Context: an optimization exercise on an open-source flow, tuned for small area, a short achievable clock period and few clock cycles. The choices shown serve that exercise and are no tape-out recipe.
RTL that was checked went through simulation tests only; none was proved equivalent to the original.
Power and IR drop assume default switching activity.

Setup of lane 4:
==> flow/design.v <==
module GP (
    input  logic a, b,
    output logic g, p);
    assign g = a & b;
    assign p = a ^ b;
endmodule
module Maj (
    input  logic a, b, c,
    output logic g);
    assign g = (a & b) | (a & c) | (b & c);
endmodule
module GNode (
    input  logic gh, ph, gl,
    output logic g);
    assign g = gh | (ph & gl);
endmodule
module PGNode (
    input  logic gh, ph, gl, pl,
    output logic g, p);
    assign g = gh | (ph & gl);
    assign p = ph & pl;
endmodule
module Add32 (
    input  logic [31:0] a,
    input  logic [31:0] b,
    input  logic        cin,
    output logic [31:0] s);
    logic [31:0] g [0:5];
    logic [31:0] p [0:5];
    logic [31:0] g0, p0;
    genvar i, l;
    generate
        for (i = 0; i < 32; i++) begin : bit_gp
            GP gp (.a(a[i]), .b(b[i]), .g(g0[i]), .p(p0[i]));
        end
        Maj n0 (.a(a[0]), .b(b[0]), .c(cin), .g(g[0][0]));
        assign p[0][0] = 1'b0;
        for (i = 1; i < 32; i++) begin : bit_in
            assign g[0][i] = g0[i];
            assign p[0][i] = p0[i];
        end
        for (l = 0; l < 5; l++) begin : lvl
            for (i = 0; i < 32; i++) begin : node
                if (((i >> l) & 1) == 0) begin : pass
                    assign g[l+1][i] = g[l][i];
                    assign p[l+1][i] = p[l][i];
                end else if (i < (2 << l)) begin : last
                    GNode n (.gh(g[l][i]), .ph(p[l][i]), .gl(g[l][((i >> l) << l) - 1]),
                             .g(g[l+1][i]));
                    assign p[l+1][i] = 1'b0;
                end else begin : mid
                    PGNode n (.gh(g[l][i]), .ph(p[l][i]), .gl(g[l][((i >> l) << l) - 1]),
                              .pl(p[l][((i >> l) << l) - 1]), .g(g[l+1][i]), .p(p[l+1][i]));
                end
            end
        end
    endgenerate
    assign s = p0 ^ {g[5][30:0], cin};
endmodule
module RdMux #(parameter WIDTH = 32) (
    input  logic [7:1]       sel,
    input  logic [WIDTH-1:0] r1, r2, r3, r4, r5, r6, r7,
    output logic [WIDTH-1:0] q);
    assign q = (r1 & {WIDTH{sel[1]}}) | (r2 & {WIDTH{sel[2]}}) | (r3 & {WIDTH{sel[3]}})
             | (r4 & {WIDTH{sel[4]}}) | (r5 & {WIDTH{sel[5]}}) | (r6 & {WIDTH{sel[6]}})
             | (r7 & {WIDTH{sel[7]}});
endmodule
module Processor #(parameter WIDTH = 32) (
    input  logic               i_clk,
    input  logic               i_reset,
    input  logic [WIDTH-1:0]   i_ReadData,
    output logic               o_memwrite,
    output logic [WIDTH-1:0]   o_WriteData,
    output logic [WIDTH-1:0]   o_Address);
    logic [31:0] rf [1:7];
    logic [15:0] pc;         
    logic        m_ld, m_st, m;            
    logic [31:0] m_ea;                     
    logic [7:1]  m_we;                     
    logic        e_ld, e_st, e_bq;         
    logic        e_sub, e_and, e_or, e_slt;
    logic [7:1]  e_we;                     
    logic [7:1]  e_lw;                     
    logic [2:0]  e_rs, e_rt;
    logic [31:0] opA;
    logic [31:0] opB;                      
    logic [15:0] e_imm;                    
    logic [31:0] sum;
    Add32 add_alu (.a(opA), .b(opB), .cin(e_sub), .s(sum));
    wire         e_ar = ~(e_and | e_or | e_slt);
    wire [31:0]  lg   = ({32{e_and}} & (opA & opB)) | ({32{e_or}} & (opA | opB));
    wire [31:0]  res  = ({32{e_ar}} & sum) | lg | {31'd0, e_slt & sum[31]};
    wire        e_taken = ~m & e_bq & (opA == opB);
    wire [31:0] ea = opA + {16'd0, e_imm};
    wire [15:0] tgt = pc + e_imm;
    wire [31:0] wd   = ({32{~m & e_ar}} & sum) | ({32{~m}} & (lg | {31'd0, e_slt & sum[31]}))
                     | ({32{m}} & i_ReadData);
    wire [7:1]  w_oh = m ? m_we : e_we;
    wire [31:0] ins   = i_ReadData;
    wire [5:0]  op    = ins[31:26];
    wire [5:0]  funct = ins[5:0];
    wire [15:0] imm   = ins[15:0];
    wire        f_v   = ~m & ~e_taken;
    wire        is_r  = (op == 6'h00);
    wire        is_lb = (op == 6'h20);
    wire        is_sb = (op == 6'h28);
    wire        is_bq = (op == 6'h04);
    wire        is_j  = (op == 6'h02);
    wire        re = m | e_st;
    wire [2:0]  ra = m ? e_rs : ins[23:21];
    wire [2:0]  rb = re ? e_rt : ins[18:16];
    logic [7:0] sel_a, sel_b;
    always_comb begin
        sel_a[0] = 1'b0;
        sel_b[0] = 1'b0;
        for (int i = 1; i < 8; i++) begin
            sel_a[i] = ~w_oh[i] & (ra == i[2:0]);
            sel_b[i] = ~w_oh[i] & (rb == i[2:0]);
            sel_a[0] = sel_a[0] | (w_oh[i] & (ra == i[2:0]));
            sel_b[0] = sel_b[0] | (w_oh[i] & (rb == i[2:0]));
        end
    end
    logic [31:0] qa, qb;
    RdMux rd_a (.sel(sel_a[7:1]), .r1(rf[1]), .r2(rf[2]), .r3(rf[3]), .r4(rf[4]),
                .r5(rf[5]), .r6(rf[6]), .r7(rf[7]), .q(qa));
    RdMux rd_b (.sel(sel_b[7:1]), .r1(rf[1]), .r2(rf[2]), .r3(rf[3]), .r4(rf[4]),
                .r5(rf[5]), .r6(rf[6]), .r7(rf[7]), .q(qb));
    wire [31:0] a = ({32{sel_a[0]}} & wd) | qa;
    wire [31:0] b = ({32{sel_b[0]}} & wd) | qb;
    wire f_sub = is_r & ((funct == 6'h22) | (funct == 6'h2A));
    wire n_sub = re ? (m & e_sub) : f_sub;
    wire [15:0] pc1 = pc + 16'd1;
    always_ff @(posedge i_clk) begin
        if (i_reset) begin
            e_ld <= 1'b0;
            e_st <= 1'b0;
            e_bq <= 1'b0;
            e_we <= 7'd0;
            e_lw <= 7'd0;
        end else if (!m) begin
            if (!f_v) begin
                e_ld <= 1'b0;
                e_st <= 1'b0;
                e_bq <= 1'b0;
                e_we <= 7'd0;
                e_lw <= 7'd0;
            end else begin
                e_ld <= is_lb;
                e_st <= is_sb;
                e_bq <= is_bq;
                for (int i = 1; i < 8; i++) begin
                    e_we[i] <= is_r & (ins[13:11] == i[2:0]);
                    e_lw[i] <= is_lb & (ins[18:16] == i[2:0]);
                end
            end
        end
    end
    always_ff @(posedge i_clk) begin
        opA <= a;
        opB <= b ^ {32{n_sub}};
        if (!m) begin
            e_sub <= f_sub;
            e_and <= is_r & (funct == 6'h24);
            e_or  <= is_r & (funct == 6'h25);
            e_slt <= is_r & (funct == 6'h2A);
            e_imm <= imm;
            e_rt  <= ins[18:16];
        end
    end
    always_ff @(posedge i_clk) begin
        if (i_reset || m) begin
            m_ld <= 1'b0;
            m_st <= 1'b0;
            m    <= 1'b0;
        end else begin
            m_ld <= e_ld;
            m_st <= e_st;
            m    <= e_ld | e_st;
        end
    end
    always_ff @(posedge i_clk) begin
        m_ea <= ea;
        m_we <= e_lw;
        e_rs <= ins[23:21];      
    end
    always_ff @(posedge i_clk) begin
        if (i_reset)      pc <= 16'd0;
        else if (e_taken) pc <= tgt;
        else if (m)       pc <= pc;
        else if (is_j)    pc <= imm;
        else              pc <= pc1;
    end
    always_ff @(posedge i_clk) begin
        for (int i = 1; i < 8; i++)
            if (w_oh[i]) rf[i] <= wd;
    end
    assign o_memwrite  = m_st;
    assign o_WriteData = opB;
    assign o_Address   = m ? m_ea : {16'd0, pc};
endmodule
Settings: LEC_CHECK=0, CAP_MARGIN=20, CORE_MARGIN=2, CORE_UTILIZATION=40, SETUP_SLACK_MARGIN=3.8, SLEW_MARGIN=20, SYNTH_HIERARCHICAL=1, SYNTH_MINIMUM_KEEP_SIZE=0; clock period 7.0 ns.
run.sh (not shown) runs the stock make flow with config.mk's settings and CLKGATE_MAP_FILE= SYNTH_SCRIPT=/design/flow/synth_recipe.tcl, a recipe that flattens the netlist after the stock synthesis.
Testbench counts of lane 4, summed over its fixed seeds: cycles 29,933.
--- input diff lane 4..lane 5 ---
--- a/flow/design.v
+++ b/flow/design.v
@@ -2,13 +2,8 @@
     input  logic a, b,
     output logic g, p);
     assign g = a & b;
     assign p = a ^ b;
-endmodule
-module Maj (
-    input  logic a, b, c,
-    output logic g);
-    assign g = (a & b) | (a & c) | (b & c);
 endmodule
 module GNode (
     input  logic gh, ph, gl,
     output logic g);
@@ -32,9 +27,9 @@
     generate
         for (i = 0; i < 32; i++) begin : bit_gp
             GP gp (.a(a[i]), .b(b[i]), .g(g0[i]), .p(p0[i]));
         end
-        Maj n0 (.a(a[0]), .b(b[0]), .c(cin), .g(g[0][0]));
+        GNode n0 (.gh(g0[0]), .ph(p0[0]), .gl(cin), .g(g[0][0]));
         assign p[0][0] = 1'b0;
         for (i = 1; i < 32; i++) begin : bit_in
             assign g[0][i] = g0[i];
             assign p[0][i] = p0[i];
@@ -57,14 +52,15 @@
     endgenerate
     assign s = p0 ^ {g[5][30:0], cin};
 endmodule
 module RdMux #(parameter WIDTH = 32) (
-    input  logic [7:1]       sel,
-    input  logic [WIDTH-1:0] r1, r2, r3, r4, r5, r6, r7,
+    input  logic [7:0]       sel,
+    input  logic [WIDTH-1:0] f, r1, r2, r3, r4, r5, r6, r7,
     output logic [WIDTH-1:0] q);
-    assign q = (r1 & {WIDTH{sel[1]}}) | (r2 & {WIDTH{sel[2]}}) | (r3 & {WIDTH{sel[3]}})
-             | (r4 & {WIDTH{sel[4]}}) | (r5 & {WIDTH{sel[5]}}) | (r6 & {WIDTH{sel[6]}})
-             | (r7 & {WIDTH{sel[7]}});
+    assign q = (f  & {WIDTH{sel[0]}}) | (r1 & {WIDTH{sel[1]}})
+             | (r2 & {WIDTH{sel[2]}}) | (r3 & {WIDTH{sel[3]}})
+             | (r4 & {WIDTH{sel[4]}}) | (r5 & {WIDTH{sel[5]}})
+             | (r6 & {WIDTH{sel[6]}}) | (r7 & {WIDTH{sel[7]}});
 endmodule
 module Processor #(parameter WIDTH = 32) (
     input  logic               i_clk,
     input  logic               i_reset,
@@ -83,19 +79,21 @@
     logic [7:1]  e_lw;                     
     logic [2:0]  e_rs, e_rt;
     logic [31:0] opA;
     logic [31:0] opB;                      
-    logic [15:0] e_imm;                    
+    logic [15:0] e_tgt;                    
     logic [31:0] sum;
     Add32 add_alu (.a(opA), .b(opB), .cin(e_sub), .s(sum));
-    wire         e_ar = ~(e_and | e_or | e_slt);
-    wire [31:0]  lg   = ({32{e_and}} & (opA & opB)) | ({32{e_or}} & (opA | opB));
-    wire [31:0]  res  = ({32{e_ar}} & sum) | lg | {31'd0, e_slt & sum[31]};
+    logic [31:0] res;
+    always_comb begin
+        if (e_and)      res = opA & opB;
+        else if (e_or)  res = opA | opB;
+        else if (e_slt) res = {31'd0, sum[31]};
+        else            res = sum;
+    end
     wire        e_taken = ~m & e_bq & (opA == opB);
-    wire [31:0] ea = opA + {16'd0, e_imm};
-    wire [15:0] tgt = pc + e_imm;
-    wire [31:0] wd   = ({32{~m & e_ar}} & sum) | ({32{~m}} & (lg | {31'd0, e_slt & sum[31]}))
-                     | ({32{m}} & i_ReadData);
+    wire [31:0] ea = opA + {16'd0, e_tgt};
+    wire [31:0] wd   = m ? i_ReadData : res;
     wire [7:1]  w_oh = m ? m_we : e_we;
     wire [31:0] ins   = i_ReadData;
     wire [5:0]  op    = ins[31:26];
     wire [5:0]  funct = ins[5:0];
@@ -119,15 +117,13 @@
             sel_a[0] = sel_a[0] | (w_oh[i] & (ra == i[2:0]));
             sel_b[0] = sel_b[0] | (w_oh[i] & (rb == i[2:0]));
         end
     end
-    logic [31:0] qa, qb;
-    RdMux rd_a (.sel(sel_a[7:1]), .r1(rf[1]), .r2(rf[2]), .r3(rf[3]), .r4(rf[4]),
-                .r5(rf[5]), .r6(rf[6]), .r7(rf[7]), .q(qa));
-    RdMux rd_b (.sel(sel_b[7:1]), .r1(rf[1]), .r2(rf[2]), .r3(rf[3]), .r4(rf[4]),
-                .r5(rf[5]), .r6(rf[6]), .r7(rf[7]), .q(qb));
-    wire [31:0] a = ({32{sel_a[0]}} & wd) | qa;
-    wire [31:0] b = ({32{sel_b[0]}} & wd) | qb;
+    logic [31:0] a, b;
+    RdMux rd_a (.sel(sel_a), .f(wd), .r1(rf[1]), .r2(rf[2]), .r3(rf[3]), .r4(rf[4]),
+                .r5(rf[5]), .r6(rf[6]), .r7(rf[7]), .q(a));
+    RdMux rd_b (.sel(sel_b), .f(wd), .r1(rf[1]), .r2(rf[2]), .r3(rf[3]), .r4(rf[4]),
+                .r5(rf[5]), .r6(rf[6]), .r7(rf[7]), .q(b));
     wire f_sub = is_r & ((funct == 6'h22) | (funct == 6'h2A));
     wire n_sub = re ? (m & e_sub) : f_sub;
     wire [15:0] pc1 = pc + 16'd1;
     always_ff @(posedge i_clk) begin
@@ -162,9 +158,9 @@
             e_sub <= f_sub;
             e_and <= is_r & (funct == 6'h24);
             e_or  <= is_r & (funct == 6'h25);
             e_slt <= is_r & (funct == 6'h2A);
-            e_imm <= imm;
+            e_tgt <= (is_lb | is_sb) ? imm : pc1 + imm;
             e_rt  <= ins[18:16];
         end
     end
     always_ff @(posedge i_clk) begin
@@ -184,9 +180,9 @@
         e_rs <= ins[23:21];      
     end
     always_ff @(posedge i_clk) begin
         if (i_reset)      pc <= 16'd0;
-        else if (e_taken) pc <= tgt;
+        else if (e_taken) pc <= e_tgt;
         else if (m)       pc <= pc;
         else if (is_j)    pc <= imm;
         else              pc <= pc1;
     end
### Flow results
Changes observed in lane 5 relative to lane 4: final standard cell area without fillers now sits higher, worst setup slack went down 0.28 ns, total power density per cell area moved up, via count rose by 6.0%, logic depth of the worst setup path including buffers now larger.
On power share of the combinational group: between lane 5 and lane 4, it ends up higher for lane 5.
Every stage of the flow completed for lane 5, and the final layout passed the timing, DRC and antenna checks.
For lane 5, only the layout was checked, not whether the RTL still works.

[what the ideal ports hide]
In the flow no input, the clock included, has a driving cell. The finished layouts below were timed again as built, in two steps.
Step 1 assumes that a clkbuf_16 drives the clock port and a buf_2 every other input.
Step 2 moves the port delays by t, midway between the first and last clock arrival at a register: inputs arrive t later, outputs are due t later. That takes back most of the time a late clock gives input paths.
Three values: no drivers, after step 1, after step 2; two values: the first two.
run	t, ns	setup WS [ns]	worst setup path at the end	cell pins on the clock port's net
lane 4	0.627	3.829 / 3.774 / 3.315	input to register	1
lane 5	0.617	3.554 / 3.554 / 3.121	input to register	1
After both steps setup and hold are still met in every run listed. For lane 4, which loses most, drivers alone change the setup slack by -0.055 ns; drivers and shift together by -0.514 ns.
